This design comes from an exercise in tuning for small area on the open sky130 flow, not from production work.
Function was checked by simulation only, so behaviour that the tests miss may differ from the original.
Power and IR drop assume default switching activity.

<file path="flow/design.v">
`timescale 1ns / 1ps
module lock(
    input clk,
    input rst,
    input btn0,
    input btn1,
    input [3:0] row,
    output [3:0] col,
    output rs,
    output e,
    output [7:0] data,
    output [15:0] led7_out,
    output [2:0] rgb,
    output lock_status,
    output eval
    );
    function [27:0] inc;
        input [27:0] x;
        integer i;
        reg c;
        begin
            c = 1'b1;
            for (i = 0; i < 28; i = i + 1) begin
                inc[i] = x[i] ^ c;
                c = c & x[i];
            end
        end
    endfunction
    function [27:0] dec;
        input [27:0] x;
        integer i;
        reg b;
        begin
            b = 1'b1;
            for (i = 0; i < 28; i = i + 1) begin
                dec[i] = x[i] ^ b;
                b = b & ~x[i];
            end
        end
    endfunction
    function [9:0] sub10;
        input [9:0] a;
        input [9:0] b;
        integer i;
        reg c;
        begin
            c = 1'b1;
            for (i = 0; i < 10; i = i + 1) begin
                sub10[i] = a[i] ^ ~b[i] ^ c;
                c = (a[i] & ~b[i]) | (a[i] & c) | (~b[i] & c);
            end
        end
    endfunction
    function ge;
        input [27:0] x;
        input [27:0] k;
        integer i;
        reg r;
        begin
            r = 1'b1;
            for (i = 0; i < 28; i = i + 1)
                r = k[i] ? (x[i] & r) : (x[i] | r);
            ge = r;
        end
    endfunction
    reg tick;
    always @(posedge clk)
        if (rst) tick <= 1'b0;
        else     tick <= ~tick;
    reg [27:0] c0, c1;
    always @(posedge clk) begin
        if (rst) begin
            c0 <= 28'd0;
            c1 <= 28'd0;
        end
        else if (tick) begin
            c0 <= btn0 ? inc(c0) : 28'd0;
            c1 <= btn1 ? inc(c1) : 28'd0;
        end
    end
    wire c0_hi0 = (c0[27:12] == 16'd0);
    wire c1_hi0 = (c1[27:12] == 16'd0);
    wire b0      = c0_hi0 && ge(c0[11:0], 51) && !ge(c0[11:0], 1001);
    wire b0_rise = c0_hi0 && c0[11:0] == 12'd51 && !tick;
    wire b1_rise = c1_hi0 && c1[11:0] == 12'd51 && !tick;
    wire b1l      = c1_hi0 && ge(c1[11:0], 3001) && !ge(c1[11:0], 3022);
    wire b1l_rise = c1_hi0 && c1[11:0] == 12'd3001 && !tick;
    reg       v1_tog, v1_out, v1_q;
    reg [4:0] v1_cnt;
    always @(posedge clk) begin
        if (rst) begin
            v1_cnt <= 5'd0;
            v1_tog <= 1'b0;
            v1_out <= 1'b0;
        end
        else if (tick) begin
            if (!btn1 && !v1_tog)
                v1_out <= 1'b1;
            else if (!btn1 && v1_tog) begin
                if (!ge(v1_cnt, 21)) begin
                    v1_cnt <= inc(v1_cnt);
                    v1_out <= 1'b0;
                end
                else begin
                    v1_tog <= 1'b0;
                    v1_cnt <= 5'd0;
                end
            end
            else
                v1_tog <= 1'b1;
        end
    end
    always @(posedge clk)
        if (rst) v1_q <= 1'b0;
        else     v1_q <= v1_out;
    wire v1_fall = !v1_out && v1_q;
    reg [1:0] cidx;
    reg [3:0] value_4bit;
    assign col = {cidx == 2'd3, cidx == 2'd2, cidx == 2'd1, cidx == 2'd0};
    always @(posedge clk) begin
        if (rst) begin
            cidx <= 2'd0;
            value_4bit <= 4'd0;
        end
        else if (tick) begin
            cidx <= inc(cidx);
            if (row != 4'd0) begin
                case (cidx)
                    2'd0: value_4bit <= row[0] ? 4'd1 : row[1] ? 4'd4 : row[2] ? 4'd7 : 4'd13;
                    2'd1: value_4bit <= row[0] ? 4'd2 : row[1] ? 4'd5 : row[2] ? 4'd8 : 4'd0;
                    2'd2: value_4bit <= row[0] ? 4'd3 : row[1] ? 4'd6 : row[2] ? 4'd9 : 4'd14;
                    default: value_4bit <= 4'd15;
                endcase
            end
        end
    end
    reg        enb_lock, gen_rst, gen_stop;
    reg [2:0]  error_counter;
    reg        enb_set, enb_inp, t_reset, idle;
    reg [2:0]  state;
    reg        disable_cnt, dis_p;
    reg        success;
    reg [15:0] password;
    reg        enb_cnt;
    reg        eval_r;
    reg        evop, evcp;
    reg [9:0]  led_cnt;
    assign lock_status = enb_cnt;
    assign eval = eval_r;
    reg [15:0] led7_r;
    reg [3:0]  reg0, reg1, reg2, reg3;
    reg [9:0]  blink_counter;
    reg        toggle_display;
    reg [2:0]  count;
    reg        enough;
    reg [3:0]  pw_lo;
    wire [15:0] pw_16bit = {reg0, reg1, reg2, pw_lo};
    wire [15:0] led_cnt16;
    assign led7_out = led7_r;
    wire clear = btn1 & !enb_lock & !enb_inp;
    wire seg_reset = gen_rst | t_reset | clear;
    always @(posedge clk) begin
        if (rst) begin
            led7_r <= 16'hFFFF;
            reg3 <= 4'b1111;
            blink_counter <= 10'd0;
            toggle_display <= 1'b1;
        end
        else if (tick) begin
            if (enb_inp) begin
                led7_r <= led_cnt16;
            end else begin
                reg3 <= value_4bit;
                blink_counter <= inc(blink_counter);
                if (blink_counter == 10'd1000) begin
                    toggle_display <= ~toggle_display;
                    blink_counter <= 10'd0;
                end
                if (b0) begin
                    led7_r <= {reg0, reg1, reg2, reg3};
                    toggle_display <= 1'd1;
                end
                else if (!count[2])
                    led7_r <= {reg0, reg1, reg2, toggle_display ? reg3 : 4'b1111};
            end
        end
    end
    always @(posedge clk) begin
        if (rst)
            pw_lo <= 4'd0;
        else if (!seg_reset && b0_rise && !enb_inp && count == 3'd3)
            pw_lo <= reg3;
        if (rst || seg_reset) begin
            reg2 <= 4'b1111;
            reg1 <= 4'b1111;
            reg0 <= 4'b1111;
            count <= 3'd0;
            enough <= 1'b0;
        end
        else if (b0_rise && !enb_inp) begin
            case (count)
                3'd0: begin
                    reg2 <= reg3;
                    count <= 3'd1;
                end
                3'd1: begin
                    reg2 <= reg3;
                    reg1 <= reg2;
                    count <= 3'd2;
                end
                3'd2: begin
                    reg2 <= reg3;
                    reg1 <= reg2;
                    reg0 <= reg1;
                    count <= 3'd3;
                end
                3'd3: begin
                    count <= 3'd4;
                    enough <= 1'b1;
                end
                default: begin end
            endcase
        end
    end
    lock_bcd10 bcd (.bin(led_cnt), .bcd(led_cnt16));
    always @(posedge clk) begin
        if (rst || t_reset) begin
            enb_lock <= 1'd0;
            gen_rst <= 1'd0;
        end
        else if (enough && !disable_cnt && !enb_lock && !gen_rst) begin
            gen_rst <= 1'b1;
            enb_lock <= (pw_16bit == password);
        end
        else
            gen_rst <= 1'b0;
    end
    always @(posedge clk) begin
        if (rst || enb_lock) begin
            gen_stop <= 1'd0;
            error_counter <= 3'd0;
        end
        else if (t_reset)
            gen_stop <= 1'd0;
        else if (gen_rst) begin
            if (error_counter != 3'd7) error_counter <= inc(error_counter);
            gen_stop <= 1'd1;
        end
    end
    reg [11:0] succ_cnt;
    reg [1:0]  three_time_counter;
    always @(posedge clk) begin
        if (rst) begin
            success <= 1'b0;
            succ_cnt <= 12'd0;
        end
        else if (disable_cnt && enough && b1l && !success) begin
            success <= 1'b1;
            succ_cnt <= 12'd0;
        end
        else if (success) begin
            if (succ_cnt == 12'd4000) begin
                success <= 1'b0;
                succ_cnt <= 12'd0;
            end
            else
                succ_cnt <= inc(succ_cnt);
        end
    end
    wire ev1 = b0_rise && enb_set && enb_inp && three_time_counter == 2'd2;
    always @(posedge clk) begin
        if (rst)
            three_time_counter <= 2'd0;
        else if (b0_rise && enb_set && enb_inp)
            three_time_counter <= {three_time_counter[0], ~three_time_counter[1] & ~three_time_counter[0]};
    end
    wire ev2 = b1l_rise && enough;
    always @(posedge clk) begin
        if (rst)
            password <= 16'd0;
        else if (ev2 && disable_cnt)
            password <= pw_16bit;
    end
    wire ev3 = v1_fall && disable_cnt;
    always @(posedge clk) begin
        if (rst) begin
            dis_p <= 1'b0;
            disable_cnt <= 1'b0;
        end
        else begin
            dis_p <= dis_p ^ ev1 ^ ev2 ^ ev3;
            disable_cnt <= dis_p;
        end
    end
    always @(posedge clk) begin
        if (rst)
            enb_cnt <= 1'd0;
        else if (b1_rise && enb_lock && !evcp)
            enb_cnt <= ~enb_cnt;
    end
    localparam IDLE = 3'b000;
    localparam WAIT = 3'b001;
    localparam OPEN = 3'b010;
    localparam CLOSE = 3'b011;
    localparam NEW = 3'b100;
    localparam EXIT = 3'b101;
    localparam WRONG = 3'b110;
    localparam WARNING = 3'b111;
    localparam OFF = 3'b000;
    localparam RED = 3'b100;
    localparam GREEN = 3'b010;
    localparam WHITE = 3'b111;
    localparam BLUE = 3'b001;
    reg        evig;
    reg [3:0]  cw10, cl10;
    reg [4:0]  co30;
    reg [1:0]  exittime;
    reg        flash;
    reg        pulse_count;
    reg [9:0]  wrong_timer_minus;
    reg        enb_cnt_q, disable_cnt_q;
    reg [2:0]  led_rgb;
    reg        rgb_toggle;
    always @(posedge clk) begin
        if (rst) begin
            enb_cnt_q <= 1'b0;
            disable_cnt_q <= 1'b0;
        end
        else begin
            enb_cnt_q <= enb_cnt;
            disable_cnt_q <= disable_cnt;
        end
    end
    always @(posedge clk) begin
        if (rst || idle)
            evop <= 1'b0;
        else if (enb_cnt && !enb_cnt_q && enb_lock && !disable_cnt && !evop && !evcp && state == WAIT)
            evop <= 1'b1;
    end
    always @(posedge clk) begin
        if (rst || idle)
            evcp <= 1'b0;
        else if (disable_cnt && !disable_cnt_q && enb_lock && !enb_cnt && !evop && !evcp && state == WAIT)
            evcp <= 1'b1;
    end
    reg [2:0] st_next;
    reg       st_load;
    always @(*) begin
        st_next = state;
        st_load = 1'b0;
        if (idle) begin
            st_next = IDLE;
            st_load = 1'b1;
        end
        else if (enb_lock) begin
            if (!evop && !evcp) begin
                st_next = WAIT;
                st_load = 1'b1;
            end
            else if (!evop && evcp) begin
                st_next = disable_cnt ? NEW : EXIT;
                st_load = 1'b1;
            end
            else if (evop && !evcp && !disable_cnt) begin
                st_next = enb_cnt ? OPEN : CLOSE;
                st_load = 1'b1;
            end
        end
        else if (gen_stop) begin
            if (error_counter == 3'd1 || error_counter == 3'd2) begin
                st_next = WARNING;
                st_load = 1'b1;
            end
            else if (error_counter[2] || error_counter[1:0] == 2'd3) begin
                st_next = WRONG;
                st_load = 1'b1;
            end
        end
    end
    reg st_changed, pre_close;
    always @(posedge clk) begin
        if (rst) begin
            state <= IDLE;
            st_changed <= 1'b0;
            pre_close <= 1'b0;
            t_reset <= 1'b0;
            pulse_count <= 1'b0;
        end
        else begin
            if (st_load) begin
                state <= st_next;
                st_changed <= (st_next != state);
                pre_close <= (state == CLOSE);
            end
            if (idle)
                t_reset <= 1'b1;
            else if (t_reset)
                t_reset <= 1'b0;
            pulse_count <= st_changed;
        end
    end
    reg [10:0] hz_cnt;
    always @(posedge clk) begin
        if (rst || pulse_count || hz_cnt == 11'd1491)
            hz_cnt <= 11'd0;
        else
            hz_cnt <= {hz_cnt[9:0], ~(hz_cnt[10] ^ hz_cnt[8])};
    end
    wire clk_1hz = (hz_cnt == 11'd1);
    reg [10:0] ns_cnt;
    reg        clk_1hz_ns;
    always @(posedge clk) begin
        if (rst) begin
            clk_1hz_ns <= 1'b0;
            ns_cnt <= 11'd0;
        end
        else if (evop) begin
            ns_cnt <= (ns_cnt == 11'd1999) ? 11'd0 : inc(ns_cnt);
            clk_1hz_ns <= (ns_cnt == 11'd0);
        end
        else
            clk_1hz_ns <= 1'b0;
    end
    always @(posedge clk) begin
        if (rst || idle)
            co30 <= 5'd30;
        else if (clk_1hz_ns && !eval_r && !evig && co30 != 5'd0 && evop)
            co30 <= dec(co30);
    end
    always @(posedge clk) begin
        if (rst) begin
            eval_r <= 1'b0;
            evig <= 1'b0;
        end
        else if (b0 && eval_r) begin
            eval_r <= 1'b0;
            evig <= 1'b1;
        end
        else if (co30 == 5'd0 && state == OPEN && !eval_r && !evig)
            eval_r <= 1'b1;
        else if (co30 == 5'd0 && state == OPEN && !eval_r && evig && pre_close)
            evig <= 1'b0;
        else if (state == IDLE) begin
            eval_r <= 1'b0;
            evig <= 1'b0;
        end
    end
    reg [9:0] wrong_limit;
    always @(*) begin
        case (error_counter)
            3'd0: wrong_limit = 10'd600;
            3'd1: wrong_limit = 10'd300;
            3'd2: wrong_limit = 10'd120;
            3'd3: wrong_limit = 10'd60;
            3'd4: wrong_limit = 10'd120;
            3'd5: wrong_limit = 10'd300;
            3'd6: wrong_limit = 10'd600;
            default: wrong_limit = 10'd1020;
        endcase
    end
    always @(posedge clk) begin
        if (rst) begin
            enb_set <= 1'b0;
            enb_inp <= 1'b0;
            led_cnt <= 10'd0;
            led_rgb <= OFF;
            rgb_toggle <= 1'b0;
            idle <= 1'b0;
            flash <= 1'b1;
            cw10 <= 4'd10;
            cl10 <= 4'd10;
            exittime <= 2'd2;
            wrong_timer_minus <= 10'd0;
        end
        else if (clk_1hz) begin
        case (state)
            IDLE: begin
                enb_set <= 1'b0;
                enb_inp <= 1'b0;
                led_rgb <= OFF;
                rgb_toggle <= 1'b0;
                flash <= 1'b1;
                cw10 <= 4'd10;
                cl10 <= 4'd10;
                exittime <= 2'd2;
                idle <= 1'd0;
                wrong_timer_minus <= 10'd0;
            end
            WAIT: begin
                enb_set <= 1'b1;
                enb_inp <= 1'b1;
                led_rgb <= GREEN;
                rgb_toggle <= 1'b0;
                led_cnt <= {6'd0, cw10};
                cw10 <= dec(cw10);
                if (cw10 == 4'd0)
                    idle <= 1'b1;
            end
            OPEN: begin
                cl10 <= 4'd10;
                enb_set <= 1'b0;
                enb_inp <= 1'b1;
                led_rgb <= BLUE;
                rgb_toggle <= (co30 == 5'd0 && eval_r);
                led_cnt <= {5'd0, co30};
            end
            CLOSE: begin
                enb_set <= 1'b0;
                enb_inp <= 1'b1;
                led_rgb <= GREEN;
                rgb_toggle <= 1'b1;
                led_cnt <= {6'd0, cl10};
                cl10 <= dec(cl10);
                if (cl10 == 4'd0)
                    idle <= 1'b1;
            end
            NEW: begin
                enb_set <= 1'b1;
                enb_inp <= 1'b0;
                led_rgb <= WHITE;
                rgb_toggle <= 1'b0;
            end
            EXIT: begin
                enb_set <= 1'b0;
                enb_inp <= 1'b0;
                exittime <= dec(exittime);
                if (exittime == 2'd0) begin
                    idle <= 1'b1;
                    led_rgb <= OFF;
                end
            end
            WRONG: begin
                enb_set <= 1'b0;
                enb_inp <= 1'b1;
                led_rgb <= RED;
                rgb_toggle <= 1'b1;
                led_cnt <= sub10(wrong_limit, wrong_timer_minus);
                wrong_timer_minus <= inc(wrong_timer_minus);
                if (wrong_timer_minus == wrong_limit)
                    idle <= 1'b1;
            end
            WARNING: begin
                enb_set <= 1'b0;
                enb_inp <= 1'b1;
                led_rgb <= RED;
                rgb_toggle <= 1'b0;
                flash <= ~flash;
                if (flash == 1'b0)
                    idle <= 1'b1;
            end
        endcase
        end
    end
    reg [8:0] rgb_cnt;
    reg [2:0] rgb_out;
    assign rgb = rgb_out;
    always @(posedge clk) begin
        if (rst || idle || rgb_cnt == 9'd33)
            rgb_cnt <= 9'd0;
        else
            rgb_cnt <= {rgb_cnt[7:0], ~(rgb_cnt[8] ^ rgb_cnt[4])};
    end
    wire rgb_tick = (rgb_cnt == 9'd1);
    always @(posedge clk) begin
        if (rst)
            rgb_out <= OFF;
        else if (rgb_tick) begin
            if (rgb_toggle)
                rgb_out <= (rgb_out == OFF) ? led_rgb : OFF;
            else
                rgb_out <= led_rgb;
        end
    end
    localparam LCD_INIT    = 3'd0,
               LCD_ADDR_L0 = 3'd1,
               LCD_DATA_L0 = 3'd2,
               LCD_ADDR_L1 = 3'd3,
               LCD_DATA_L1 = 3'd4,
               LCD_IDLE    = 3'd5;
    reg [2:0] lstate;
    reg [3:0] slx;       
    reg [3:0] ptr;       
    reg [1:0] ihi;       
    reg       rsr, er;
    reg [7:0] datar;
    assign rs = rsr;
    assign e = er;
    assign data = datar;
    wire [7:0] lcd_char;
    lock_lcd_text txt (.state(state), .eval(eval_r), .success(success),
                       .line(lstate == LCD_DATA_L1), .ptr(ptr), .char(lcd_char));
    wire [9:0] icnt = {ihi, ptr, slx};
    wire [3:0] slx_inc = inc(slx);
    wire [3:0] ptr_inc = inc(ptr);
    wire       slx_all1 = &slx;
    wire       ptr_all1 = &ptr;
    always @(posedge clk) begin
        if (rst) begin
            lstate <= LCD_INIT;
            slx <= 4'd0;
            ptr <= 4'd0;
            ihi <= 2'd0;
            rsr <= 1'b0;
            er <= 1'b0;
            datar <= 8'd0;
        end
        else if (tick) begin
            case (lstate)
                LCD_INIT: begin
                    slx <= slx_inc;
                    if (slx_all1) begin
                        ptr <= ptr_inc;
                        if (ptr_all1) ihi <= inc(ihi);
                    end
                    case (icnt)
                        10'd16, 10'd46: begin rsr <= 1'b0; datar <= 8'h30; end
                        10'd96:  begin rsr <= 1'b0; datar <= 8'h38; end
                        10'd140: begin rsr <= 1'b0; datar <= 8'h0C; end
                        10'd185: begin rsr <= 1'b0; datar <= 8'h01; end
                        10'd510: begin rsr <= 1'b0; datar <= 8'h06; end
                        10'd20, 10'd50, 10'd100, 10'd145, 10'd190, 10'd515: er <= 1'b1;
                        10'd40, 10'd70, 10'd120, 10'd165, 10'd195, 10'd535: er <= 1'b0;
                        10'd600: begin
                            slx <= 4'd0;
                            ptr <= 4'd0;
                            ihi <= 2'd0;
                            lstate <= LCD_ADDR_L0;
                        end
                        default: begin end
                    endcase
                end
                LCD_ADDR_L0, LCD_ADDR_L1, LCD_DATA_L0, LCD_DATA_L1: begin
                    slx <= slx_inc;
                    rsr <= (lstate == LCD_DATA_L0 || lstate == LCD_DATA_L1);
                    datar <= (lstate == LCD_ADDR_L0) ? 8'h80 :
                             (lstate == LCD_ADDR_L1) ? 8'hC0 : lcd_char;
                    if (slx == 4'd10) er <= 1'b1;
                    else if (slx == 4'd11) er <= 1'b0;
                    else if (slx == 4'd12) begin
                        slx <= 4'd0;
                        case (lstate)
                            LCD_ADDR_L0: begin ptr <= 4'd0; lstate <= LCD_DATA_L0; end
                            LCD_DATA_L0: if (ptr_all1) lstate <= LCD_ADDR_L1; else ptr <= ptr_inc;
                            LCD_ADDR_L1: begin ptr <= 4'd0; lstate <= LCD_DATA_L1; end
                            default:     if (ptr_all1) lstate <= LCD_IDLE; else ptr <= ptr_inc;
                        endcase
                    end
                end
                default: begin  
                    slx <= slx_inc;
                    if (slx == 4'd5) begin
                        slx <= 4'd0;
                        lstate <= LCD_ADDR_L0;
                    end
                end
            endcase
        end
    end
endmodule
module lock_bcd10(
    input [9:0] bin,
    output [15:0] bcd
    );
    function [3:0] add3;
        input [3:0] d;
        case (d)
            4'd5: add3 = 4'd8;
            4'd6: add3 = 4'd9;
            4'd7: add3 = 4'd10;
            4'd8: add3 = 4'd11;
            4'd9: add3 = 4'd12;
            default: add3 = d;
        endcase
    endfunction
    reg [23:0] s;
    integer i;
    always @(*) begin
        s = {14'd0, bin};
        for (i = 0; i < 10; i = i + 1) begin
            s[13:10] = add3(s[13:10]);
            s[17:14] = add3(s[17:14]);
            s[21:18] = add3(s[21:18]);
            s = s << 1;
        end
    end
    assign bcd = {2'b00, s[23:10]};
endmodule
module lock_lcd_text(
    input [2:0] state,
    input eval,
    input success,
    input line,
    input [3:0] ptr,
    output [7:0] char
    );
    reg [127:0] h0, h1;
    always @(*) begin
        case (state)
            3'b000: begin h0 = "Enter password  "; h1 = "    to open     "; end
            3'b001: begin h0 = "Correct, press #"; h1 = "open or 3* new  "; end
            3'b100: begin h0 = "Enter new pass  "; h1 = "Save press # 3s "; end
            3'b101: if (success) begin h0 = "Successfully sav"; h1 = "e new pass, EXIT"; end
                    else         begin h0 = "Fail to save new"; h1 = "pass, EXIT      "; end
            3'b010: if (!eval) begin h0 = "Door opening    "; h1 = "To close press #"; end
                    else       begin h0 = "Open over 30s   "; h1 = "Please press #,*"; end
            3'b011: begin h0 = "Door close in 10"; h1 = "To open press # "; end
            3'b111: begin h0 = "Wrong pass!     "; h1 = "Try again       "; end
            default: begin h0 = "Wrong pass!     "; h1 = "Wait after:     "; end
        endcase
    end
    wire [127:0] h = line ? h1 : h0;
    assign char = h[(15 - ptr) * 8 +: 8];
endmodule
</file>
<file path="flow/flow/run.sh">
#!/bin/bash
# Layout flow: the standard synthesis, then its combinational logic
# re-mapped by Yosys/ABC with a stronger area script (registers, their
# names and cell types untouched), then the standard layout from floorplan
# to finish.
set -euo pipefail
W=$(pwd)
R=$W/orfs/results/$FLOW_PLATFORM/lock/base
YOSYS=$FLOW_HOME/../tools/install/yosys/bin/yosys
[ -x "$YOSYS" ] || YOSYS=yosys
LIB=$FLOW_HOME/platforms/$FLOW_PLATFORM/lib/sky130_fd_sc_hd__tt_025C_1v80.lib

# 1. standard synthesis
bash standard.sh synth > $W/1_standard_synth.log 2>&1

# 2. re-map the combinational logic
cp $R/1_2_yosys.v $W/1_2_yosys_standard.v
sed -e "s#@LIB@#$LIB#g" -e "s#@IN@#$W/1_2_yosys_standard.v#g" \
    -e "s#@OUT@#$W/1_2_yosys_remapped.v#g" -e "s#@ABC@#$W/flow/remap.abc#g" \
    $W/flow/remap.ys > $W/remap.ys
"$YOSYS" -s $W/remap.ys > $W/2_remap_yosys.log 2>&1
cp $W/1_2_yosys_remapped.v $R/1_2_yosys.v
rm -f $R/1_synth.odb $R/1_synth.sdc

# 3. standard layout from the re-mapped netlist
# clock tree: small buffers, no dummy loads
# port buffers: the smallest buffer
export BUFFER_PORTS_ARGS="-inputs -outputs -buffer_cell sky130_fd_sc_hd__buf_1"
export CTS_ARGS="-sink_clustering_enable -repair_clock_nets -dont_use_dummy_load -buf_list sky130_fd_sc_hd__clkbuf_4"
bash standard.sh > $W/3_standard_layout.log 2>&1
test -f $W/out/final.def
</file>
<file path="flow/flow/remap.abc">
strash; &get -n; &deepsyn -T 300; &put; dch; map -a
</file>
<file path="flow/flow/remap.ys">
# Re-map the combinational cells of the standard synthesis netlist.
# Flip-flops and tie cells stay as they are (same instances, names, types).
read_liberty -ignore_miss_func @LIB@
read_verilog @IN@
hierarchy -top lock
setattr -mod -set keep_hierarchy 1 sky130_fd_sc_hd__dfxtp_1 sky130_fd_sc_hd__conb_1
flatten
rename -hide w:*.*
opt_clean
tee -o stat_before.txt stat -liberty @LIB@
abc -script @ABC@ -liberty @LIB@ -dont_use sky130_fd_sc_hd__probe_p_8 -dont_use sky130_fd_sc_hd__probec_p_8 -dont_use sky130_fd_sc_hd__lpflow_bleeder_1 -dont_use sky130_fd_sc_hd__lpflow_clkbufkapwr_1 -dont_use sky130_fd_sc_hd__lpflow_clkbufkapwr_16 -dont_use sky130_fd_sc_hd__lpflow_clkbufkapwr_2 -dont_use sky130_fd_sc_hd__lpflow_clkbufkapwr_4 -dont_use sky130_fd_sc_hd__lpflow_clkbufkapwr_8 -dont_use sky130_fd_sc_hd__lpflow_clkinvkapwr_1 -dont_use sky130_fd_sc_hd__lpflow_clkinvkapwr_16 -dont_use sky130_fd_sc_hd__lpflow_clkinvkapwr_2 -dont_use sky130_fd_sc_hd__lpflow_clkinvkapwr_4 -dont_use sky130_fd_sc_hd__lpflow_clkinvkapwr_8 -dont_use sky130_fd_sc_hd__lpflow_decapkapwr_12 -dont_use sky130_fd_sc_hd__lpflow_decapkapwr_3 -dont_use sky130_fd_sc_hd__lpflow_decapkapwr_4 -dont_use sky130_fd_sc_hd__lpflow_decapkapwr_6 -dont_use sky130_fd_sc_hd__lpflow_decapkapwr_8 -dont_use sky130_fd_sc_hd__lpflow_inputiso0n_1 -dont_use sky130_fd_sc_hd__lpflow_inputiso0p_1 -dont_use sky130_fd_sc_hd__lpflow_inputiso1n_1 -dont_use sky130_fd_sc_hd__lpflow_inputiso1p_1 -dont_use sky130_fd_sc_hd__lpflow_inputisolatch_1 -dont_use sky130_fd_sc_hd__lpflow_isobufsrc_1 -dont_use sky130_fd_sc_hd__lpflow_isobufsrc_16 -dont_use sky130_fd_sc_hd__lpflow_isobufsrc_2 -dont_use sky130_fd_sc_hd__lpflow_isobufsrc_4 -dont_use sky130_fd_sc_hd__lpflow_isobufsrc_8 -dont_use sky130_fd_sc_hd__lpflow_isobufsrckapwr_16 -dont_use sky130_fd_sc_hd__lpflow_lsbuf_lh_hl_isowell_tap_1 -dont_use sky130_fd_sc_hd__lpflow_lsbuf_lh_hl_isowell_tap_2 -dont_use sky130_fd_sc_hd__lpflow_lsbuf_lh_hl_isowell_tap_4 -dont_use sky130_fd_sc_hd__lpflow_lsbuf_lh_isowell_4 -dont_use sky130_fd_sc_hd__lpflow_lsbuf_lh_isowell_tap_1 -dont_use sky130_fd_sc_hd__lpflow_lsbuf_lh_isowell_tap_2 -dont_use sky130_fd_sc_hd__lpflow_lsbuf_lh_isowell_tap_4 
opt_clean -purge
hilomap -singleton -hicell sky130_fd_sc_hd__conb_1 HI -locell sky130_fd_sc_hd__conb_1 LO
splitnets
opt_clean -purge
insbuf -buf sky130_fd_sc_hd__buf_1 A X
tee -o stat_after.txt stat -liberty @LIB@
select -module lock
write_verilog -noattr -noexpr -nohex -nodec -selected @OUT@
</file>
<file path="flow/standard.sh">
#!/bin/bash
# synth_recipe.tcl (not shown) runs the flow's synth.tcl, then flattens the netlist and writes it again
# the make line also repeats each setting of config.mk as NAME=value (left out here)
make -C /OpenROAD-flow-scripts/flow DESIGN_CONFIG=/design/flow/config.mk WORK_HOME=/design/flow/orfs CLKGATE_MAP_FILE= SYNTH_SCRIPT=/design/flow/synth_recipe.tcl "${@:-finish}"
</file>
<file path="flow/config.mk">
export PLATFORM = sky130hd
export DESIGN_NAME = lock
export DESIGN_NICKNAME = lock
export VERILOG_FILES = /design/flow/design.v
export SDC_FILE = /design/flow/constraint.sdc
export NUM_CORES = 4
export LEC_CHECK = 0
export ABC_AREA = 1
export CAP_MARGIN = 20
export CORE_MARGIN = 2
export CORE_UTILIZATION = 70
export SLEW_MARGIN = 20
</file>
<file path="flow/constraint.sdc">
create_clock -name core_clock -period 15.0 [get_ports {clk}]
set_input_delay 3.0000 -clock core_clock [delete_from_list [all_inputs] [get_ports {clk}]]
set_output_delay 3.0000 -clock core_clock [all_outputs]
set_load 0.01 [all_outputs]
</file>
==> results of run 1 <==
==> power by group through the flow <==
stage | combinational, W | clock, W | sequential, W
floorplan | 0.0000350 | 0 | 0.000765
global placement | 0.0000532 | 0 | 0.000766
detailed placement | 0.0000549 | 0 | 0.000766
CTS | 0.0000557 | 0.000494 | 0.000750
global route | 0.0000629 | 0.000530 | 0.000751
finish | 0.0000574 | 0.000494 | 0.000750
==> per-layer routing <==
metal  global-route usage  up-vias  share of wire
li1                     -     7293              -
met1               0.5054     6984           0.39
met2               0.6710     1041           0.45
met3               0.1152      242           0.12
met4               0.2080        0          0.050
met5                    0        -              0
==> layout by cell type (no fill, tap or decap), types with 6 or more instances in the layout <==
cell type,instances
a21oi_1,142
nand2_1,219
buf_4,11
or2_2,6
nor4_1,29
dfxtp_1,276
xor2_1,12
a22oi_1,15
buf_1,41
o22ai_1,41
nor2_1,470
clkbuf_4,71
o221ai_1,13
o31ai_1,11
nand3_1,74
a211oi_1,13
a31oi_1,17
clkinv_1,380
o21ai_0,144
nand4_1,33
o211ai_1,9
nor3_1,128
==> registers in the layout, indices dropped and copies added (netlist names), 5 cells and up <==
register	cells
c1	28
wrong_timer_minus	10
led_cnt	10
password	16
rgb_cnt	9
co30	5
blink_counter	10
datar	8
v1_cnt	5
ns_cnt	11
led7_r	16
c0	28
succ_cnt	12
hz_cnt	11
==> critical path, delay by kind of cell, from the launching register on <==
kind | cells | cell delay (ns)
DFF | 1 | 0.61
buffers and inverters | 8 | 1.39
and+or+nand+nor | 20 | 3.17
==> cell type report <==
cell class | instances | area, um2 | share of cell area
antenna | 1 | 2.502 | 0.0001674
timing repair buffer | 53 | 241.5 | 0.01616
clock buffer | 71 | 533.0 | 0.03566
multi-input combinational | 1431 | 6885 | 0.4607
tap | 265 | 331.6 | 0.02218
sequential | 276 | 5525 | 0.3697
inverter | 380 | 1426 | 0.09544
==> stage by stage <==
step                hold slack, ns   power, W  area, um2
floorplan                   0.3967  0.0007998      13830
global placement            0.4025  0.0008188      14400
detailed placement          0.4141  0.0008208      14400
CTS                         0.4082   0.001300      14940
global route                0.3901   0.001343      14950
finish                      0.3977   0.001302      14950
==> final timing paths <==
kind	start	to	slack, ns	depth (start not counted)
max	tick	c1[27]	9.68	28
min	hz_cnt[7]	hz_cnt[8]	0.40	2
max reg2reg	tick	c1[27]	9.68	28
min reg2reg	hz_cnt[7]	hz_cnt[8]	0.40	2
==> reports/metrics.yaml, run 1 <==
run:
  timing.max_cap.violations: 0
worst_setup_path:
  path_common_cell: "nor2_1"
  critPathCaptureType: "register"
  crit_required_ns: 15.54
  worstSetupStartpointType: "register"
  slowest_delay_ns: 0.63
  path_max_fanout: 16
  cp_slowest_cell: "clkinv_1"
  criticalPathCategory: "reg -> reg"
  critPathArrivalTime_ns: 5.86
die:
  die_x_um: 144.6
  die_y_um: 144.6
  start_util: 0.7129
  rows: 51
  ios: 43
  dieArea_um2: 20900
  core_um2: 19400
clock_tree:
  cts_hold_buf: 0
  clock_path_buffers: 3
  clk-insertion-delay-late_ns: 0.70
  htree_levels: 3
  cts_tree: "done"
  clkTransAtPathRegs_ns: 0.06
  cts_buffers: 71
  postCtsSetupRepairBufs: 0
  clkSinkCount: 276
  clockRootBuffer: "clkbuf_4"
  cts_resized: 0
placement:
  dp_cells: 2405
  place_ws_ns: 9.242
  dp_hpwl_mm: 31.62
  port_buffers: 42
  globalplace.congestion: 1.138
route:
  postRouteAntennaNets: 0
  avgViaCountPerCell: 6.282
  via_count: 15560
  firstDrtPassIters: 8
  drtIter0Drc: 1752
  routedWlPerCell_um: 17.64
  drc: 0
  routed_wl_mm: 43.70
pwr:
  pwr-share-seq: 0.576
  switching_share: 0.2529
  clock_power_share: 0.380
  leakage_nw: 5.183
  p_int_w: 0.0009729
  p_comb_frac: 0.044
  vdd_drop_max_mv: 0.07883
  p_switching_w: 0.0003294
  p_per_area_nw_per_um2: 87.14
timing:
  min_period_over_period: 0.3548
  fmax_mhz: 187.9
  slew-limit-headroom: 0.3881
  setup_ws_ns: 9.679
  min_period_ns: 5.321
  finalHoldViolations: 0
  rsz0062_at_grt: "no"
  slew_violations: 0
  tightest_slew_ns: 0.9145
  setup_violations: 0
  tns_ns: 0
  clock_skew_ns: 0.1023
global_route:
  grt_max_degree: 45
  grt_use_total: 0.4138
  grt_pass1_vias: 14580
  antenna_found_initial: 1
  grt_pass1_wl_mm: 69.01
  gr-total-overflow: 0
hold_path:
  hold_class: "reg -> reg"
final_layout:
  areaGrowthSynthToFinish_pct: 8.070
  layout.nets: 2221
  drive_gt1_frac: 0.04387
  nFillCells: 1500
  utilization: 0.7704
  layoutNonFillerInstCount: 2477
run_status:
  status: "no timing/DRC/antenna violations"
synth:
  yosys_warnings: 3
  synth.avg_cell_area_um2: 6.627
  syn-cell-area_um2: 13830
  synth_fp_nets: 2095
  syn_inst: 2087
==> inputs of run 2 (changes only) <==
==> flow/flow/remap.abc (replaced) <==
strash; &get -n; &deepsyn -T 600; &put; strash; &get -n; &dch -f; &nf -a -R 1000; &put
==> reports/metrics.yaml, run 2 <==
global_route:
  grt_pass1_wl_mm: 67.26  # -2.5%
  grt_pass1_vias: 13671  # -6.2%
  grt_use_total: 0.4108  # -0.002955
  grt_max_degree: 52  # +16%
  gr-total-overflow: 0  # unchanged
  antenna_found_initial: 1  # unchanged
clock_tree:
  clockRootBuffer: "clkbuf_4"
  htree_levels: 3  # unchanged
  clkSinkCount: 276  # unchanged
  clk-insertion-delay-late_ns: 0.69  # about the same
  cts_resized: 0  # unchanged
  cts_buffers: 69  # -2.8%
  cts_hold_buf: 0  # unchanged
  cts_tree: "done"
  clock_path_buffers: 3  # unchanged
  clkTransAtPathRegs_ns: 0.06  # about the same
  postCtsSetupRepairBufs: 0  # unchanged
final_layout:
  final_area_um2: 14390  # -3.8%
  layout.nets: 1809  # -19%
  nFillCells: 1254  # -16%
  utilization: 0.7716  # +0.001165
  areaGrowthSynthToFinish_pct: 8.319
  drive_gt1_frac: 0.04892  # +0.005045
  final_cell_mix: "dfxtp_1 (276), nor2_1 (225), nand2_1 (160)"
  largestRegisters: "c0 (28), c1 (28)"
  layout_commonest_cell: "dfxtp_1"
route:
  routedWlPerCell_um: 20.48  # +16%
  postRouteAntennaNets: 0  # unchanged
  drc: 0  # unchanged
  firstDrtPassIters: 8  # unchanged
  drtIter0Drc: 1848  # +5.5%
  via_count: 14302  # -8.1%
  avgViaCountPerCell: 7.031  # +12%
  routed_wl_mm: 41.66  # -4.7%
timing:
  setup_violations: 0  # unchanged
  min_period_over_period: 0.3338  # -0.02094
  tns_ns: 0  # unchanged
  slew_violations: 0  # unchanged
  clock_skew_ns: 0.07207  # -0.03025 ns
  min_period_ns: 5.007  # -0.3141 ns
  tightest_slew_ns: 1.046  # +0.1311 ns
  slew-limit-headroom: 0.3003  # -0.08774
  fmax_mhz: 199.7  # +6.3%
  finalHoldViolations: 0  # unchanged
  rsz0062_at_grt: "no"
pwr:
  p_int_w: 0.0009827  # +1.0%
  leakage_nw: 5.257  # +1.4%
  pwr-share-seq: 0.580  # +0.004
  vdd_drop_max_mv: 0.07438  # -5.6%
  p_per_area_nw_per_um2: 91.63  # +5.2%
  clock_power_share: 0.361  # -0.019
  p_switching_w: 0.0003353  # +1.8%
  p_comb_frac: 0.059  # +0.015
  power_w: 0.001318  # +1.2%
  switching_share: 0.2544  # +0.001467
worst_setup_path:
  critPathTopFamily: "simple AND/OR/NAND/NOR gates"
  crit_required_ns: 15.58  # +0.04 ns
  r2r_end: "c1[27]"
  path_cells: "clkbuf_2 -> or2_0 -> and3_1 -> and2_0 -> and3_1 -> nand3_1 -> nor2_1 -> and4_1 -> and3_1 -> and4_1 -> a21oi_1 -> nor3b_1"
  path_common_cell: "and3_1"
  path_buf_inv: 1  # -7
  startpoint: "rst"
  critPathArrivalTime_ns: 5.59  # -0.27 ns
  path_max_fanout: 10  # -6
  critPathCaptureType: "register"
  r2r_cells: 18  # -36%
  criticalPathCategory: "in -> reg"
  reg2reg_setup_slack_ns: 10.50  # +0.82 ns
  worstSetupStartpointType: "primary input"
  r2r-start: "c1[0]"
  cp_slowest_cell: "or2_0"
  slowest_delay_ns: 0.29  # -0.34 ns
die:
  rows: 50  # -2.0%
  ios: 43  # unchanged
  core_um2: 18640  # -3.9%
  die_y_um: 141.7  # -1.9%
  die_x_um: 141.7  # -1.9%
  dieArea_um2: 20090  # -3.9%
  start_util: 0.7123  # about the same
placement:
  globalplace.congestion: 1.129  # -0.85%
  port_buffers: 42  # unchanged
  dpl_cell_area_um2: 13860  # -3.7%
  dp_hpwl_mm: 28.54  # -9.7%
synth:
  syn_inst: 1671  # -20%
  yosys_warnings: 3  # unchanged
  synth.avg_cell_area_um2: 7.947  # +20%
  syn-cell-area_um2: 13280  # -4.0%
  synth_fp_nets: 1679  # -20%
hold_path:
  hold_class: "reg -> reg"
  hold_path_end: "hz_cnt[10]"
  hold_depth: 1  # -1
  hp-start: "pulse_count"
run:
  timing.max_cap.violations: 0  # unchanged
run_status:
  status: "no timing/DRC/antenna violations"
run 2: power groups by stage:
stage | clock (W) | combinational, W | sequential [W]
floorplan | 0 | 0.0000473 | 0.000777
global placement | 0 | 0.0000716 | 0.000779
detailed placement | 0 | 0.0000747 | 0.000780
CTS | 0.000476 | 0.0000754 | 0.000764
global route | 0.000510 | 0.0000847 | 0.000766
finish | 0.000475 | 0.0000777 | 0.000765
run 2: worst max path at each step:
stage               endpoint  slack [ns]  cells after the start
global placement      c0[23]        9.52                     12
detailed placement    c0[23]        9.41                     12
finish                c0[23]        9.99                     12
floorplan             c0[23]       10.01                     11
global route          c0[23]        9.83                     12
CTS                   c0[23]       10.07                     12
run 2: worst register-to-register path: cells and delay by family, from the launching register on:
family,cells,cell delay (ns)
xor+xnor,1,0.16
flops,1,0.46
simple gates,17,3.80
run 2: stage by stage:
stage | hold slack [ns] | worst slack (ns) | instances
floorplan | 0.3970 | 10.01 | 1671
global placement | 0.4051 | 9.518 | 1964
detailed placement | 0.4249 | 9.410 | 1964
CTS | 0.4330 | 10.07 | 2033
global route | 0.4430 | 9.832 | 2034
finish | 0.4333 | 9.993 | 2034
run 2: final cells by class:
class	count	area (um2)	area share
multi-input cells	1353	7602	0.5285
flip-flops and latches	276	5525	0.3841
clock buffers	69	518.0	0.03601
well taps	234	292.8	0.02035
repair buffers	59	286.5	0.01992
inverters	42	157.7	0.01096
diodes	1	2.502	0.0001740
run 2: layer usage:
layer / vias up / GRT usage / routed length (um)
li1: 6504 / - / -
met1: 6559 / 0.5034 / 16100
met2: 991 / 0.6745 / 18860
met3: 248 / 0.09281 / 4305
met4: 0 / 0.2226 / 2388
met5: - / 0 / 0
==> inputs of run 3 (changes only) <==
--- a/flow/flow/run.sh
+++ b/flow/flow/run.sh
@@ -26,6 +26,6 @@
 # clock tree: small buffers, no dummy loads
 # port buffers: the smallest buffer
 export BUFFER_PORTS_ARGS="-inputs -outputs -buffer_cell sky130_fd_sc_hd__buf_1"
-export CTS_ARGS="-sink_clustering_enable -repair_clock_nets -dont_use_dummy_load -buf_list sky130_fd_sc_hd__clkbuf_4"
+export CTS_ARGS="-sink_clustering_enable -repair_clock_nets -dont_use_dummy_load -buf_list sky130_fd_sc_hd__clkbuf_8 -sink_clustering_size 16 -sink_clustering_max_diameter 80"
 bash standard.sh > $W/3_standard_layout.log 2>&1
 test -f $W/out/final.def
==> reports/metrics.yaml, run 3 <==
run:
  timing.max_cap.violations: 0  # unchanged
route:
  avgViaCountPerCell: 7.035  # about the same
  firstDrtPassIters: 8  # unchanged
  via_count: 13964  # -2.4%
  routed_wl_mm: 40.34  # -3.2%
  routedWlPerCell_um: 20.32  # -0.77%
  postRouteAntennaNets: 0  # unchanged
  drtIter0Drc: 1900  # +2.8%
  drc: 0  # unchanged
worst_setup_path:
  critPathArrivalTime_ns: 5.55  # -0.04 ns
  reg2reg_setup_slack_ns: 10.59  # +0.09 ns
  crit_required_ns: 15.45  # -0.13 ns
  path_common_cell: "and3_1"
  critPathTopFamily: "simple AND/OR/NAND/NOR gates"
  path_cells: "clkbuf_2 -> or2_0 -> and3_1 -> and2_0 -> and3_1 -> nand3_1 -> nor2_1 -> and4_1 -> and3_1 -> and4_1 -> a21oi_1 -> nor3b_1"
  path_max_fanout: 10  # unchanged
  criticalPathCategory: "in -> reg"
  cp_slowest_cell: "or2_0"
  critPathCaptureType: "register"
  worstSetupStartpointType: "primary input"
  path_buf_inv: 1  # unchanged
  slowest_delay_ns: 0.27  # -0.02 ns
timing:
  fmax_mhz: 195.9  # -1.9%
  rsz0062_at_grt: "no"
  clock_skew_ns: 0.07139  # -0.0006807 ns
  slew_violations: 0  # unchanged
  min_period_ns: 5.103  # +0.09620 ns
  tns_ns: 0  # unchanged
  finalHoldViolations: 0  # unchanged
  slew-limit-headroom: 0.3183  # +0.01792
  min_period_over_period: 0.3402  # +0.006413
  tightest_slew_ns: 1.019  # -0.02679 ns
  setup_violations: 0  # unchanged
global_route:
  gr-total-overflow: 0  # unchanged
  grt_pass1_wl_mm: 65.32  # -2.9%
  antenna_found_initial: 1  # unchanged
  grt_max_degree: 52  # unchanged
  grt_pass1_vias: 13083  # -4.3%
  grt_use_total: 0.3948  # -0.01599
placement:
  dp_hpwl_mm: 28.54  # unchanged
  globalplace.congestion: 1.129  # unchanged
  port_buffers: 42  # unchanged
pwr:
  leakage_nw: 5.090  # -3.2%
  vdd_drop_max_mv: 0.07925  # +6.5%
  p_per_area_nw_per_um2: 83.90  # -8.4%
synth:
  synth.avg_cell_area_um2: 7.947  # unchanged
  syn_inst: 1671  # unchanged
  yosys_warnings: 3  # unchanged
  synth_fp_nets: 1679  # unchanged
  syn-cell-area_um2: 13280  # unchanged
clock_tree:
  postCtsSetupRepairBufs: 0  # unchanged
  clk-insertion-delay-late_ns: 0.55  # -0.14 ns
  cts_buffers: 21  # -70%
  clockRootBuffer: "clkbuf_8"
  clkSinkCount: 276  # unchanged
  cts_tree: "done"
  htree_levels: 1  # -2
  cts_hold_buf: 0  # unchanged
  clkTransAtPathRegs_ns: 0.10  # +0.04 ns
  clock_path_buffers: 3  # unchanged
  cts_resized: 0  # unchanged
final_layout:
  nFillCells: 1294  # +3.2%
  areaGrowthSynthToFinish_pct: 6.576
  multiInputGateArea_um2: 7602  # unchanged
  n_antenna_cell: 0  # -1
  utilization: 0.7592  # -0.01242
  layout.nets: 1761  # -2.7%
  drive_gt1_frac: 0.02284  # -0.02607
  layout_commonest_cell: "dfxtp_1"
  largestRegisters: "c0 (28), c1 (28)"
  seq_area_um2: 5525  # unchanged
  final_cell_mix: "dfxtp_1 (276), nor2_1 (225), nand2_1 (160)"
die:
  core_um2: 18640  # unchanged
  die_y_um: 141.7  # unchanged
  ios: 43  # unchanged
  rows: 50  # unchanged
  start_util: 0.7123  # unchanged
  dieArea_um2: 20090  # unchanged
  die_x_um: 141.7  # unchanged
hold_path:
  hold_class: "reg -> reg"
run_status:
  status: "no timing/DRC/antenna violations"
## run 3: cell type report
cell class	instances	share of cell area
clock buffers	21	0.02042
inverters	42	0.01114
multi-input cells	1353	0.5371
flip-flops and latches	276	0.3904
well taps	234	0.02069
repair buffers	59	0.02024
## run 3: worst paths after layout
path	startpoint	end	cells past startpoint
max	rst	c0[23]	12
min	pulse_count	hz_cnt[10]	1
max reg2reg	c1[0]	c1[27]	18
min reg2reg	pulse_count	hz_cnt[10]	1
## run 3: per-layer routing
metal / part of all wire / vias to the layer above / GRT usage
met5: 0.00032 / - / 0
met4: 0.054 / 2 / 0.1763
met3: 0.10 / 233 / 0.07526
met2: 0.46 / 935 / 0.6594
met1: 0.38 / 6391 / 0.4986
li1: - / 6403 / -
## run 3: metrics by stage
| stage | hold WS (ns) | area, um2 | instances | total power, W | worst slack, ns |
|---|---|---|---|---|---|
| 2_1_floorplan | 0.3970 | 13280 | 1671 | 0.0008245 | 10.01 |
| 3_3_place_gp | 0.4051 | 13860 | 1964 | 0.0008504 | 9.518 |
| 3_5_place_dp | 0.4249 | 13860 | 1964 | 0.0008546 | 9.410 |
| 4_1_cts | 0.4396 | 14150 | 1985 | 0.001186 | 9.950 |
| 5_1_grt | 0.4670 | 14150 | 1985 | 0.001224 | 9.679 |
| 6_report | 0.4420 | 14150 | 1985 | 0.001188 | 9.897 |
## run 3: report_power, final
group,internal [W],total [W],switching [W]
clock network,0.000126,0.000347,0.000221
logic,0.0000251,0.0000768,0.0000517
registers,0.000747,0.000764,0.0000168
==> inputs of run 4 (changes only) <==
--- a/flow/design.v
+++ b/flow/design.v
@@ -581,15 +581,25 @@
     reg [3:0] slx;       
     reg [3:0] ptr;       
     reg [1:0] ihi;       
-    reg       rsr, er;
-    reg [7:0] datar;
+    reg [6:0] datar;
+    wire [9:0] icnt = {ihi, ptr, slx};
+    wire lcd_addr = (lstate == LCD_ADDR_L0 || lstate == LCD_ADDR_L1);
+    wire lcd_data = (lstate == LCD_DATA_L0 || lstate == LCD_DATA_L1);
+    wire lcd_fresh = (slx == 4'd0 && ptr == 4'd0);
+    wire er = (lstate == LCD_INIT) ?
+              ((icnt >= 10'd21 && icnt <= 10'd40) || (icnt >= 10'd51 && icnt <= 10'd70) ||
+               (icnt >= 10'd101 && icnt <= 10'd120) || (icnt >= 10'd146 && icnt <= 10'd165) ||
+               (icnt >= 10'd191 && icnt <= 10'd195) || (icnt >= 10'd516 && icnt <= 10'd535)) :
+              (slx == 4'd11);
+    wire rsr = (lcd_data && !lcd_fresh) || (lstate == LCD_IDLE) ||
+               (lcd_addr && slx == 4'd0 && ptr == 4'd15);
+    wire d7 = (lcd_addr && slx != 4'd0) || (lcd_data && lcd_fresh);
     assign rs = rsr;
     assign e = er;
-    assign data = datar;
+    assign data = {d7, datar};
     wire [7:0] lcd_char;
     lock_lcd_text txt (.state(state), .eval(eval_r), .success(success),
                        .line(lstate == LCD_DATA_L1), .ptr(ptr), .char(lcd_char));
-    wire [9:0] icnt = {ihi, ptr, slx};
     wire [3:0] slx_inc = inc(slx);
     wire [3:0] ptr_inc = inc(ptr);
     wire       slx_all1 = &slx;
@@ -600,9 +610,7 @@
             slx <= 4'd0;
             ptr <= 4'd0;
             ihi <= 2'd0;
-            rsr <= 1'b0;
-            er <= 1'b0;
-            datar <= 8'd0;
+            datar <= 7'd0;
         end
         else if (tick) begin
             case (lstate)
@@ -613,13 +621,11 @@
                         if (ptr_all1) ihi <= inc(ihi);
                     end
                     case (icnt)
-                        10'd16, 10'd46: begin rsr <= 1'b0; datar <= 8'h30; end
-                        10'd96:  begin rsr <= 1'b0; datar <= 8'h38; end
-                        10'd140: begin rsr <= 1'b0; datar <= 8'h0C; end
-                        10'd185: begin rsr <= 1'b0; datar <= 8'h01; end
-                        10'd510: begin rsr <= 1'b0; datar <= 8'h06; end
-                        10'd20, 10'd50, 10'd100, 10'd145, 10'd190, 10'd515: er <= 1'b1;
-                        10'd40, 10'd70, 10'd120, 10'd165, 10'd195, 10'd535: er <= 1'b0;
+                        10'd16, 10'd46: datar <= 7'h30;
+                        10'd96:  datar <= 7'h38;
+                        10'd140: datar <= 7'h0C;
+                        10'd185: datar <= 7'h01;
+                        10'd510: datar <= 7'h06;
                         10'd600: begin
                             slx <= 4'd0;
                             ptr <= 4'd0;
@@ -631,12 +637,9 @@
                 end
                 LCD_ADDR_L0, LCD_ADDR_L1, LCD_DATA_L0, LCD_DATA_L1: begin
                     slx <= slx_inc;
-                    rsr <= (lstate == LCD_DATA_L0 || lstate == LCD_DATA_L1);
-                    datar <= (lstate == LCD_ADDR_L0) ? 8'h80 :
-                             (lstate == LCD_ADDR_L1) ? 8'hC0 : lcd_char;
-                    if (slx == 4'd10) er <= 1'b1;
-                    else if (slx == 4'd11) er <= 1'b0;
-                    else if (slx == 4'd12) begin
+                    datar <= (lstate == LCD_ADDR_L0) ? 7'h00 :
+                             (lstate == LCD_ADDR_L1) ? 7'h40 : lcd_char[6:0];
+                    if (slx == 4'd12) begin
                         slx <= 4'd0;
                         case (lstate)
                             LCD_ADDR_L0: begin ptr <= 4'd0; lstate <= LCD_DATA_L0; end
==> reports/metrics.yaml, run 4 <==
route:
  routed_wl_mm: 40.03  # -0.78%
  via_count: 13643  # -2.3%
  drc: 0  # unchanged
  routedWlPerCell_um: 20.54  # +1.0%
  avgViaCountPerCell: 7.000  # -0.49%
  drtIter0Drc: 1964  # +3.4%
  firstDrtPassIters: 7  # -1
  postRouteAntennaNets: 0  # unchanged
worst_setup_path:
  startpoint: "rst"
  reg2reg_setup_slack_ns: 10.23  # -0.36 ns
  r2r_cells: 20  # +2
  worstSetupStartpointType: "primary input"
  r2r-start: "c0[0]"
  crit_required_ns: 15.40  # -0.05 ns
  criticalPathCategory: "in -> reg"
  crit_end: "c0[27]"
  path_max_fanout: 5  # -5
  critPathCaptureType: "register"
  critPathArrivalTime_ns: 7.43  # +1.88 ns
  r2r_end: "c0[27]"
global_route:
  grt_max_degree: 56  # +7.7%
  antenna_found_initial: 0  # -1
  grt_use_met1: 0.5144  # +0.01579
  grt.met2_usage: 0.6418  # -0.01758
  grt_use_total: 0.3979  # +0.003110
  grt_pass1_wl_mm: 65.18  # -0.20%
  grt_pass1_vias: 12966  # -0.89%
  gr-total-overflow: 0  # unchanged
  top_usage_layer: "met2"
  grt.met3_usage: 0.06895  # -0.006308
pwr:
  vdd_drop_max_mv: 0.09353  # +18%
  leakage_nw: 5.157  # +1.3%
  p_per_area_nw_per_um2: 84.89  # +1.2%
clock_tree:
  cts_hold_buf: 0  # unchanged
  clkSinkCount: 273  # -1.1%
  htree_levels: 1  # unchanged
  clk-insertion-delay-late_ns: 0.56  # about the same
  clockRootBuffer: "clkbuf_8"
  cts_resized: 0  # unchanged
  postCtsSetupRepairBufs: 0  # unchanged
  cts_tree: "done"
  clkTransAtPathRegs_ns: 0.10  # about the same
  clock_path_buffers: 3  # unchanged
  cts_buffers: 21  # unchanged
timing:
  rsz0062_at_grt: "no"
  min_period_ns: 7.024  # +1.920 ns
  tightest_slew_ns: 1.136  # +0.1167 ns
  clock_skew_ns: 0.07132  # -0.00007290 ns
  tns_ns: 0  # unchanged
  setup_violations: 0  # unchanged
  fmax_mhz: 142.4  # -27%
  finalHoldViolations: 0  # unchanged
  slew_violations: 0  # unchanged
  slew-limit-headroom: 0.2350  # -0.08329
  min_period_over_period: 0.4682  # +0.1280
synth:
  synth.avg_cell_area_um2: 7.971  # +0.29%
  synth_fp_nets: 1649  # -1.8%
  syn-cell-area_um2: 13080  # -1.5%
  yosys_warnings: 3  # unchanged
  syn_inst: 1641  # -1.8%
final_layout:
  largestRegisters: "c0 (28), c1 (28)"
  final_cell_mix: "dfxtp_1 (273), nor2_1 (224), nand2_1 (167)"
  drive_gt1_frac: 0.02326  # +0.0004117
  nFillCells: 1285  # -0.70%
  seq_area_um2: 5465  # -1.1%
  layout_commonest_cell: "dfxtp_1"
  final_area_um2: 13950  # -1.4%
  layout.nets: 1730  # -1.8%
  multiInputGateArea_um2: 7490  # -1.5%
  n_antenna_cell: 0  # unchanged
  areaGrowthSynthToFinish_pct: 6.639  # about the same
die:
  die_x_um: 140.7  # -0.74%
  dieArea_um2: 19800  # -1.5%
  rows: 49  # -2.0%
  ios: 43  # unchanged
  core_um2: 18150  # -2.7%
  start_util: 0.7208  # +0.008418
  die_y_um: 140.7  # -0.74%
run:
  timing.max_cap.violations: 0  # unchanged
placement:
  port_buffers: 42  # unchanged
  dp_hpwl_mm: 28.07  # -1.7%
  globalplace.congestion: 1.036  # -8.2%
  dpl_cell_area_um2: 13650  # -1.6%
hold_path:
  hold_class: "reg -> reg"
run_status:
  status: "no timing/DRC/antenna violations"
==> run 4: report_power, final <==
group / switching (W) / internal, W
registers: 0.0000177 / 0.000740
logic: 0.0000509 / 0.0000249
clock network: 0.000225 / 0.000126
==> run 4: critical path, stage by stage <==
cell and delay [ns]:
clkbuf_2 0.11, nor2_1 0.36, nor2_1 0.12, and3_1 0.25, and3_1 0.24, and3_1 0.24, and3_1 0.23, and2_0 0.24
and3_1 0.25, and2_0 0.23, and3_1 0.25, and2_0 0.21, and3_1 0.23, and2_0 0.23, and3_1 0.24, and2_0 0.22
and3_1 0.23, and2_0 0.19, nand2_1 0.12, xor2_1 0.18, nor2_1 0.05
==> run 4: per-layer routing <==
metal  vias up  wire (um)
met5         -          0
li1       6256          -
met1      6329      15710
met2       854      17870
met4         0       2554
met3       204       3896
==> run 4: worst min path at each step <==
stage | to | start | cells after the start | slack [ns]
final | value_4bit[0] | value_4bit[0] | 2 | 0.46
after global routing | value_4bit[0] | value_4bit[0] | 2 | 0.47
after CTS | value_4bit[0] | value_4bit[0] | 2 | 0.45
after detailed placement | value_4bit[0] | value_4bit[0] | 2 | 0.44
after global placement | hz_cnt[6] | hz_cnt[5] | 1 | 0.43
after floorplan | value_4bit[0] | value_4bit[0] | 2 | 0.42
==> run 4: final cells by class <==
cell class	count	share of cell area
inverter	37	0.009957
clock buffer	21	0.02072
timing repair buffer	58	0.02000
sequential	273	0.3918
tap	229	0.02054
multi-input combinational	1331	0.5370
==> run 4: metrics by stage <==
stage | setup slack (ns) | hold slack [ns] | util | instances | total power (W)
finish | 7.976 | 0.4607 | 0.7686 | 1949 | 0.001184
global route | 7.493 | 0.4737 | 0.7686 | 1949 | 0.001221
CTS | 8.039 | 0.4546 | 0.7681 | 1949 | 0.001180
detailed placement | 7.490 | 0.4414 | 0.7521 | 1928 | 0.0008455
global placement | 7.842 | 0.4286 | 0.7521 | 1928 | 0.0008413
floorplan | 8.195 | 0.4162 | - | 1641 | 0.0008161
==> inputs of run 5 (changes only) <==
==> flow/flow/remap.abc (replaced) <==
strash; &get -n; &deepsyn -T 1200; &put; strash; &get -n; &dch -f; &nf -a -R 1000; &put
--- a/flow/config.mk
+++ b/flow/config.mk
@@ -9,4 +9,5 @@
 export CAP_MARGIN = 20
 export CORE_MARGIN = 2
 export CORE_UTILIZATION = 70
+export GPL_TIMING_DRIVEN = 0
 export SLEW_MARGIN = 20
==> reports/metrics.yaml, run 5 <==
die:
  core_um2: 18150  # unchanged
  ios: 43  # unchanged
  die_y_um: 140.7  # unchanged
  die_x_um: 140.7  # unchanged
  start_util: 0.7208  # unchanged
  dieArea_um2: 19800  # unchanged
  rows: 49  # unchanged
clock_tree:
  cts_buffers: 21  # unchanged
  cts_resized: 0  # unchanged
  clkTransAtPathRegs_ns: 0.09  # about the same
  htree_levels: 1  # unchanged
  cts_tree: "done"
  cts_hold_buf: 0  # unchanged
  clkSinkCount: 273  # unchanged
  clockRootBuffer: "clkbuf_8"
  postCtsSetupRepairBufs: 0  # unchanged
  clock_path_buffers: 3  # unchanged
  clk-insertion-delay-late_ns: 0.57  # about the same
run:
  timing.max_cap.violations: 0  # unchanged
timing:
  fmax_mhz: 133.1  # -6.5%
  holdWs_ns: 0.4600  # -0.0007130 ns
  rsz0062_at_grt: "no"
  min_period_ns: 7.514  # +0.4899 ns
  tightest_slew_ns: 1.253  # +0.1174 ns
  slew_violations: 0  # unchanged
  setup_violations: 0  # unchanged
  finalHoldViolations: 0  # unchanged
  tns_ns: 0  # unchanged
  min_period_over_period: 0.5009  # +0.03266
  slew-limit-headroom: 0.1570  # -0.07796
  clock_skew_ns: 0.03189  # -0.03943 ns
synth:
  yosys_warnings: 3  # unchanged
  synth_fp_nets: 1649  # unchanged
  syn_inst: 1641  # unchanged
  syn-cell-area_um2: 13080  # unchanged
  synth.avg_cell_area_um2: 7.971  # unchanged
pwr:
  p_int_w: 0.0008907  # about the same
  p_comb_frac: 0.062  # -0.002
  power_w: 0.001185  # about the same
  p_per_area_nw_per_um2: 85.46  # +0.67%
  leakage_nw: 5.092  # -1.3%
  pwr-share-seq: 0.640  # about the same
  switching_share: 0.2483  # +0.0004829
  vdd_drop_max_mv: 0.09153  # -2.1%
  p_switching_w: 0.0002942  # +0.26%
  clock_power_share: 0.298  # +0.002
placement:
  dpl_cell_area_um2: 13570  # -0.57%
  globalplace.congestion: 1.043  # +0.62%
  dp_hpwl_mm: 27.78  # -1.0%
  port_buffers: 42  # unchanged
hold_path:
  hold_depth: 2  # unchanged
  hold_path_end: "value_4bit[0]"
  hp-start: "value_4bit[0]"
  hold_class: "reg -> reg"
worst_setup_path:
  path_max_fanout: 20  # +15
  startpoint: "rst"
  r2r-start: "tick"
  crit_required_ns: 15.44  # +0.04 ns
  critPathArrivalTime_ns: 7.95  # +0.52 ns
  r2r_cells: 20  # unchanged
  reg2reg_setup_slack_ns: 9.26  # -0.97 ns
  worstSetupStartpointType: "primary input"
  r2r_end: "c0[27]"
  criticalPathCategory: "in -> reg"
  critPathCaptureType: "register"
global_route:
  gr-total-overflow: 0  # unchanged
  grt_pass1_vias: 12721  # -1.9%
  grt_pass1_wl_mm: 63.65  # -2.4%
  grt_max_degree: 43  # -23%
  grt_use_total: 0.3905  # -0.007461
  antenna_found_initial: 0  # unchanged
final_layout:
  final_area_um2: 13860  # -0.60%
  largestRegisters: "c0 (28), c1 (28)"
  utilization: 0.7640  # -0.004620
  areaGrowthSynthToFinish_pct: 5.997
  layout.nets: 1716  # -0.81%
  final_cell_mix: "dfxtp_1 (268), nor2_1 (224), nand2_1 (167)"
  layout_commonest_cell: "dfxtp_1"
  drive_gt1_frac: 0.01876  # -0.004498
  n_antenna_cell: 0  # unchanged
route:
  drtIter0Drc: 1513  # -23%
  routed_wl_mm: 39.40  # -1.6%
  firstDrtPassIters: 7  # unchanged
  routedWlPerCell_um: 20.36  # -0.85%
  via_count: 13445  # -1.5%
  avgViaCountPerCell: 6.948  # -0.74%
  drc: 0  # unchanged
  postRouteAntennaNets: 0  # unchanged
run_status:
  status: "no timing/DRC/antenna violations"
## run 5: area by class of cell
class,count,area [um2]
fill,1293,4283
inverter,37,138.9
timing repair buffer,44,190.2
tap,229,286.5
multi-input combinational,1331,7488
sequential,273,5472
clock buffer,21,289.0
## run 5: critical path, stage by stage
cell,delay [ns]
buf_2,0.45
nor2_1,0.30
nor2_1,0.24
and3_1,0.28
and3_1,0.26
and3_1,0.26
and3_1,0.22
and2_0,0.24
and3_1,0.22
and2_0,0.24
and3_1,0.23
and2_0,0.24
and3_1,0.24
and2_0,0.26
and3_1,0.24
and2_0,0.26
and3_1,0.25
and2_0,0.20
nand2_1,0.10
xor2_1,0.14
nor2_1,0.06
## run 5: stage by stage
stage	worst slack [ns]	cells
global route	7.051	1935
CTS	7.537	1935
global placement	5.409	1912
floorplan	8.195	1641
finish	7.486	1935
detailed placement	6.978	1914
## run 5: how the worst max path moves through the flow
stage	endpoint	depth (start not counted)
2_1_floorplan	c0[27]	20
3_3_place_gp	c0[27]	21
3_5_place_dp	c0[27]	21
4_1_cts	c0[27]	21
5_1_grt	c0[27]	21
6_report	c0[27]	21
## run 5: layer usage
metal | global-route usage | wire, um | up-vias
li1 | - | - | 6232
met1 | 0.5021 | 15540 | 6215
met2 | 0.6334 | 17720 | 801
met3 | 0.06692 | 3801 | 197
met4 | 0.2047 | 2339 | 0
met5 | 0 | 0 | -
## run 5: power by group through the flow
stage | Sequential (W) | Clock (W) | Combinational (W)
after floorplan | 0.000770 | 0 | 0.0000457
after global placement | 0.000773 | 0 | 0.0000668
after detailed placement | 0.000774 | 0 | 0.0000711
after CTS | 0.000758 | 0.000350 | 0.0000717
after global routing | 0.000760 | 0.000380 | 0.0000799
final | 0.000759 | 0.000353 | 0.0000730

[separate check: timing with driven ports]
How much do the figures lean on ideal ports? The routed layouts below were timed once more, with nothing changed but the port constraints.
Step 1 sets driving cells, clkbuf_16 on the clock port and buf_2 on the other inputs (assumed; they add their load-dependent delay and slew).
Step 2 adds t to the input delays and takes it off the output delays; t is the mean of the earliest and latest rising clock arrival at the registers after step 1. Input paths then give back, and output paths get back, about the clock's delay inside the block.
a / b / c = no drivers / after step 1 / after step 2; a / b = the first two.
run | shift t [ns] | slack for setup (ns) | worst setup path at the end | slew at the worst register clock pin (ns) | worst data-port slew with drivers (ns)
run 1 | 0.693 | 9.679 / 9.679 / 9.147 | input to register | 0.08 / 0.08 | 0.05
run 2 | 0.691 | 9.993 / 10.012 / 9.321 | input to register | 0.07 / 0.07 | 0.05
run 3 | 0.558 | 9.897 / 9.920 / 9.362 | input to register | 0.10 / 0.10 | 0.05
run 4 | 0.572 | 7.976 / 7.992 / 7.420 | input to register | 0.11 / 0.11 | 0.04
run 5 | 0.595 | 7.486 / 7.509 / 6.913 | input to register | 0.11 / 0.11 | 0.04
After both steps every run listed still meets setup and hold. The setup slack of run 2, which loses most, moves by +0.019 ns with the drivers and by -0.672 ns with both steps.
